This is an optimization exercise on Yosys and OpenROAD, whose aim is small area, not a production implementation.
Function was checked by simulation only, so behaviour that the tests miss may differ from the original.
Power figures rest on the tool's default switching activity, not on a simulated workload.

Design rpm_basys2_top, start of the top module:
module rpm_basys2_top(
    input mclk,
    input rst,
    output [6:0] seg,
    output       dp,
    output [3:0] an,
    input [3:0] btn,
    input  [7:0] sw,
    output [7:0] led,
    output adc_cs,
    input  adc_d0,
    input  adc_d1,
    output adc_clk
);
Size in the first run: ~850 cells after synthesis, ~340 flip-flops, ~38 I/O pins, ~0.011 mm2 of cells after synthesis.
Settings: LEC_CHECK=0, CAP_MARGIN=20, CORE_MARGIN=2, CORE_UTILIZATION=40, SLEW_MARGIN=20; clock period 20.0 ns.
standard.sh (not shown) runs the stock make flow with config.mk's settings and CLKGATE_MAP_FILE= SYNTH_SCRIPT=/design/flow/synth_recipe.tcl, a recipe that flattens the netlist after the stock synthesis.
==> flow/flow/run.sh <==
#!/bin/bash
# Layout flow: the standard flow (standard.sh), with
#  - synthesis through flow/own_synth.tcl: the standard flow's synthesis script with a
#    different ABC script and no adder extraction;
#  - port buffers of the smallest buffer cell;
#  - clock tree synthesis without dummy loads.
# Each step's output goes to its own log file here.
set -euo pipefail
work=$(pwd)
export FLOW_SYNTH_TCL="$work/synth_recipe.tcl"
args=(
  "SYNTH_SCRIPT=$work/flow/own_synth.tcl"
  "BUFFER_PORTS_ARGS=-buffer_cell sky130_fd_sc_hd__buf_1"
  "CTS_ARGS=-sink_clustering_enable -repair_clock_nets -sink_clustering_size 30 -sink_clustering_max_diameter 100 -buf_list sky130_fd_sc_hd__clkbuf_16 -dont_use_dummy_load"
)
bash standard.sh "${args[@]}" synth > "$work/own_synth.log" 2>&1
bash standard.sh "${args[@]}" finish > "$work/own_finish.log" 2>&1
test -f "$work/out/final.def"
==> flow/flow/own_synth.tcl <==
# Synthesis script for this flow: the standard flow's own synthesis script (which makes
# every synth call skip the fsm and share passes, then flattens and renames),
# with two commands replaced before it runs:
#  - extract_fa does nothing, so adders stay plain logic for ABC;
#  - abc runs Yosys's default area script on the same liberty and don't-use
#    list, without ORFS's speed script, delay target and buffering.
# Neither touches a register.
proc extract_fa {args} { }
proc abc {args} {
  set keep {}
  set skip 0
  foreach a $args {
    if {$skip} { set skip 0; continue }
    if {$a eq "-script" || $a eq "-constr" || $a eq "-D"} { set skip 1; continue }
    lappend keep $a
  }
  yosys abc {*}$keep
}
source $::env(FLOW_SYNTH_TCL)
Next try:
--- a/flow/flow/run.sh
+++ b/flow/flow/run.sh
@@ -12,5 +12,5 @@
   "SYNTH_SCRIPT=$work/flow/own_synth.tcl"
   "BUFFER_PORTS_ARGS=-buffer_cell sky130_fd_sc_hd__buf_1"
-  "CTS_ARGS=-sink_clustering_enable -repair_clock_nets -sink_clustering_size 30 -sink_clustering_max_diameter 100 -buf_list sky130_fd_sc_hd__clkbuf_16 -dont_use_dummy_load"
+  "CTS_ARGS=-sink_clustering_enable -repair_clock_nets -sink_clustering_size 34 -sink_clustering_max_diameter 80 -buf_list sky130_fd_sc_hd__clkbuf_16 -dont_use_dummy_load"
 )
 bash standard.sh "${args[@]}" synth > "$work/own_synth.log" 2>&1
CORE_UTILIZATION = 50   (was 40)
GPL_TIMING_DRIVEN = 0   (was default)
PLACE_DENSITY = 0.7   (was default)
Setup slack gets better by 49 ps.
First-iteration DRC count grows by about 70%.
Design area falls by about 0.4%.
Clock-buffer cell count is lower by 1.
Hold slack gains 28 ps.
Power fell by 1.1%.
Sequential power is about the same.
Global-route usage increases by 2.2 points.

---

== oak ==
rpm_basys2_top, a different RTL version from the one above (not shown whole).
Size: roughly 38 I/O pins, ~11000 µm² of cells after synthesis.
clock: 20.0 ns
lec_check: 0
cap_margin: 20
core_margin: 2
core_utilization: 40
cts_buf_list: sky130_fd_sc_hd__clkbuf_16
cts_cluster_diameter: 100
cts_cluster_size: 30
slew_margin: 20
==> flow/flow/run.sh <==
#!/bin/bash
# Layout flow: the standard flow (standard.sh), with
#  - synthesis through flow/own_synth.tcl: the standard flow's synthesis script with a
#    different ABC script and no adder extraction;
#  - port buffers of the smallest buffer cell;
#  - clock tree synthesis without dummy loads.
# Each step's output goes to its own log file here.
set -euo pipefail
work=$(pwd)
export FLOW_SYNTH_TCL="$work/synth_recipe.tcl"
args=(
  "SYNTH_SCRIPT=$work/flow/own_synth.tcl"
  "BUFFER_PORTS_ARGS=-buffer_cell sky130_fd_sc_hd__buf_1"
  "CTS_ARGS=-sink_clustering_enable -repair_clock_nets -sink_clustering_size 30 -sink_clustering_max_diameter 100 -buf_list sky130_fd_sc_hd__clkbuf_16 -dont_use_dummy_load"
)
bash standard.sh "${args[@]}" synth > "$work/own_synth.log" 2>&1
bash standard.sh "${args[@]}" finish > "$work/own_finish.log" 2>&1
test -f "$work/out/final.def"
Scripts as last shown in full above: flow/flow/own_synth.tcl
Setup changes, oak to pine
Settings: ABC_AREA newly set to 1.
==> flow/run.sh (new file) <==
#!/bin/bash
# synth_recipe.tcl (not shown) runs the flow's synth.tcl, then flattens the netlist and writes it again
# the make line also repeats each setting of config.mk as NAME=value (left out here)
make -C /OpenROAD-flow-scripts/flow DESIGN_CONFIG=/design/flow/config.mk WORK_HOME=/design/flow/orfs CLKGATE_MAP_FILE= SYNTH_SCRIPT=/design/flow/synth_recipe.tcl finish
removed: flow/flow/run.sh
removed: flow/flow/own_synth.tcl
removed: flow/standard.sh
Notes after the runs:
pine reached the final stage; the timing, DRC and antenna checks on its layout passed. pine vs oak on violation count after the first detailed-routing iteration: pine is the higher one. Relative to oak, pine degrades total power consumption of the routed design. Worst-path cell with the longest stage delay = sky130_fd_sc_hd__o21ai_0: oak; worst-path cell with the longest stage delay = sky130_fd_sc_hd__clkdlybuf4s50_1: pine. Looking at fraction of standard cell area in multi-input logic, pine sits 1.4 points below oak. Going from oak to pine, mean instance size in the synthesized netlist now smaller, multi-input combinational cell count went up by 101.
Edits applied to the flow inputs when going from pine to birch:
Settings: clearing ABC_AREA, which used to be 1.
==> flow/flow/run.sh (new file) <==
#!/bin/bash
# Layout flow: the standard flow, with the synthesis step using
# flow/own_synth.tcl (the standard flow's synthesis script with a different ABC script
# and no adder extraction). Each step's output goes to its own log here.
set -euo pipefail
work=$(pwd)
export FLOW_SYNTH_TCL="$work/synth_recipe.tcl"
bash standard.sh SYNTH_SCRIPT="$work/flow/own_synth.tcl" synth > "$work/own_synth.log" 2>&1
bash standard.sh SYNTH_SCRIPT="$work/flow/own_synth.tcl" finish > "$work/own_finish.log" 2>&1
test -f "$work/out/final.def"
==> flow/flow/own_synth.tcl (new file) <==
# Synthesis script for this flow: the standard flow's own synthesis script (which makes
# every synth call skip the fsm and share passes, then flattens and renames),
# with two commands replaced before it runs:
#  - extract_fa does nothing, so adders stay plain logic for ABC;
#  - abc runs Yosys's default area script on the same liberty and don't-use
#    list, without ORFS's speed script, delay target and buffering.
# Neither touches a register.
proc extract_fa {args} { }
proc abc {args} {
  set keep {}
  set skip 0
  foreach a $args {
    if {$skip} { set skip 0; continue }
    if {$a eq "-script" || $a eq "-constr" || $a eq "-D"} { set skip 1; continue }
    lappend keep $a
  }
  yosys abc {*}$keep
}
source $::env(FLOW_SYNTH_TCL)
==> flow/standard.sh (new file) <==
#!/bin/bash
# synth_recipe.tcl (not shown) runs the flow's synth.tcl, then flattens the netlist and writes it again
# the make line also repeats each setting of config.mk as NAME=value (left out here)
make -C /OpenROAD-flow-scripts/flow DESIGN_CONFIG=/design/flow/config.mk WORK_HOME=/design/flow/orfs CLKGATE_MAP_FILE= SYNTH_SCRIPT=/design/flow/synth_recipe.tcl "${@:-finish}"
removed: flow/run.sh
Results
- The synthesized area per cell reported for birch is greater than that of pine by 22%.
- Power, birch and pine, lower one = birch.
- Going from pine to birch, the share of the cycle needed by the critical path after routing was found to have gone up by 1.1 points.
- Taking birch over pine, the final weighted congestion of routability-driven global placement ratio works out to 0.928.
- Reported for birch and pine, max-slew violation total from the final report turned out identical to the last digit.
- NOTE: cell count after synthesis in birch falls short of that of pine
- [birch] share of the final layout cell area in sequential cells rose 3.1 points relative to pine

static timing again, ports no longer ideal:
No port has a modelled driver above. Below, the same layouts with a new extraction and two added sets of constraints. Step 1: set_driving_cell puts a clkbuf_16 on mclk and a buf_2 on each other input, an assumption about the parent block. Step 2 times the ports against the registers' clock, not the clock port: input delays grow and output delays shrink by t, the midpoint of the rising clock arrivals with the driver on. Slacks: no drivers / after step 1 / after step 2; pairs: no drivers / after step 1.
run | t, ns | setup slack, ns | worst setup path at the end | worst slew at a driven data input, ns
the first run of note 1 | 0.523 | 13.596 / 13.550 / 14.073 | register to output | 0.03
the second run of note 1 | 0.520 | 13.645 / 13.602 / 13.996 | register to register | 0.03
oak | 0.526 | 13.529 / 13.486 / 14.012 | register to output | 0.03
pine | 0.539 | 13.398 / 13.350 / 13.733 | input to register | 0.03
birch | 0.536 | 13.179 / 13.136 / 13.672 | register to output | 0.03
After both steps every run listed still meets setup and hold.
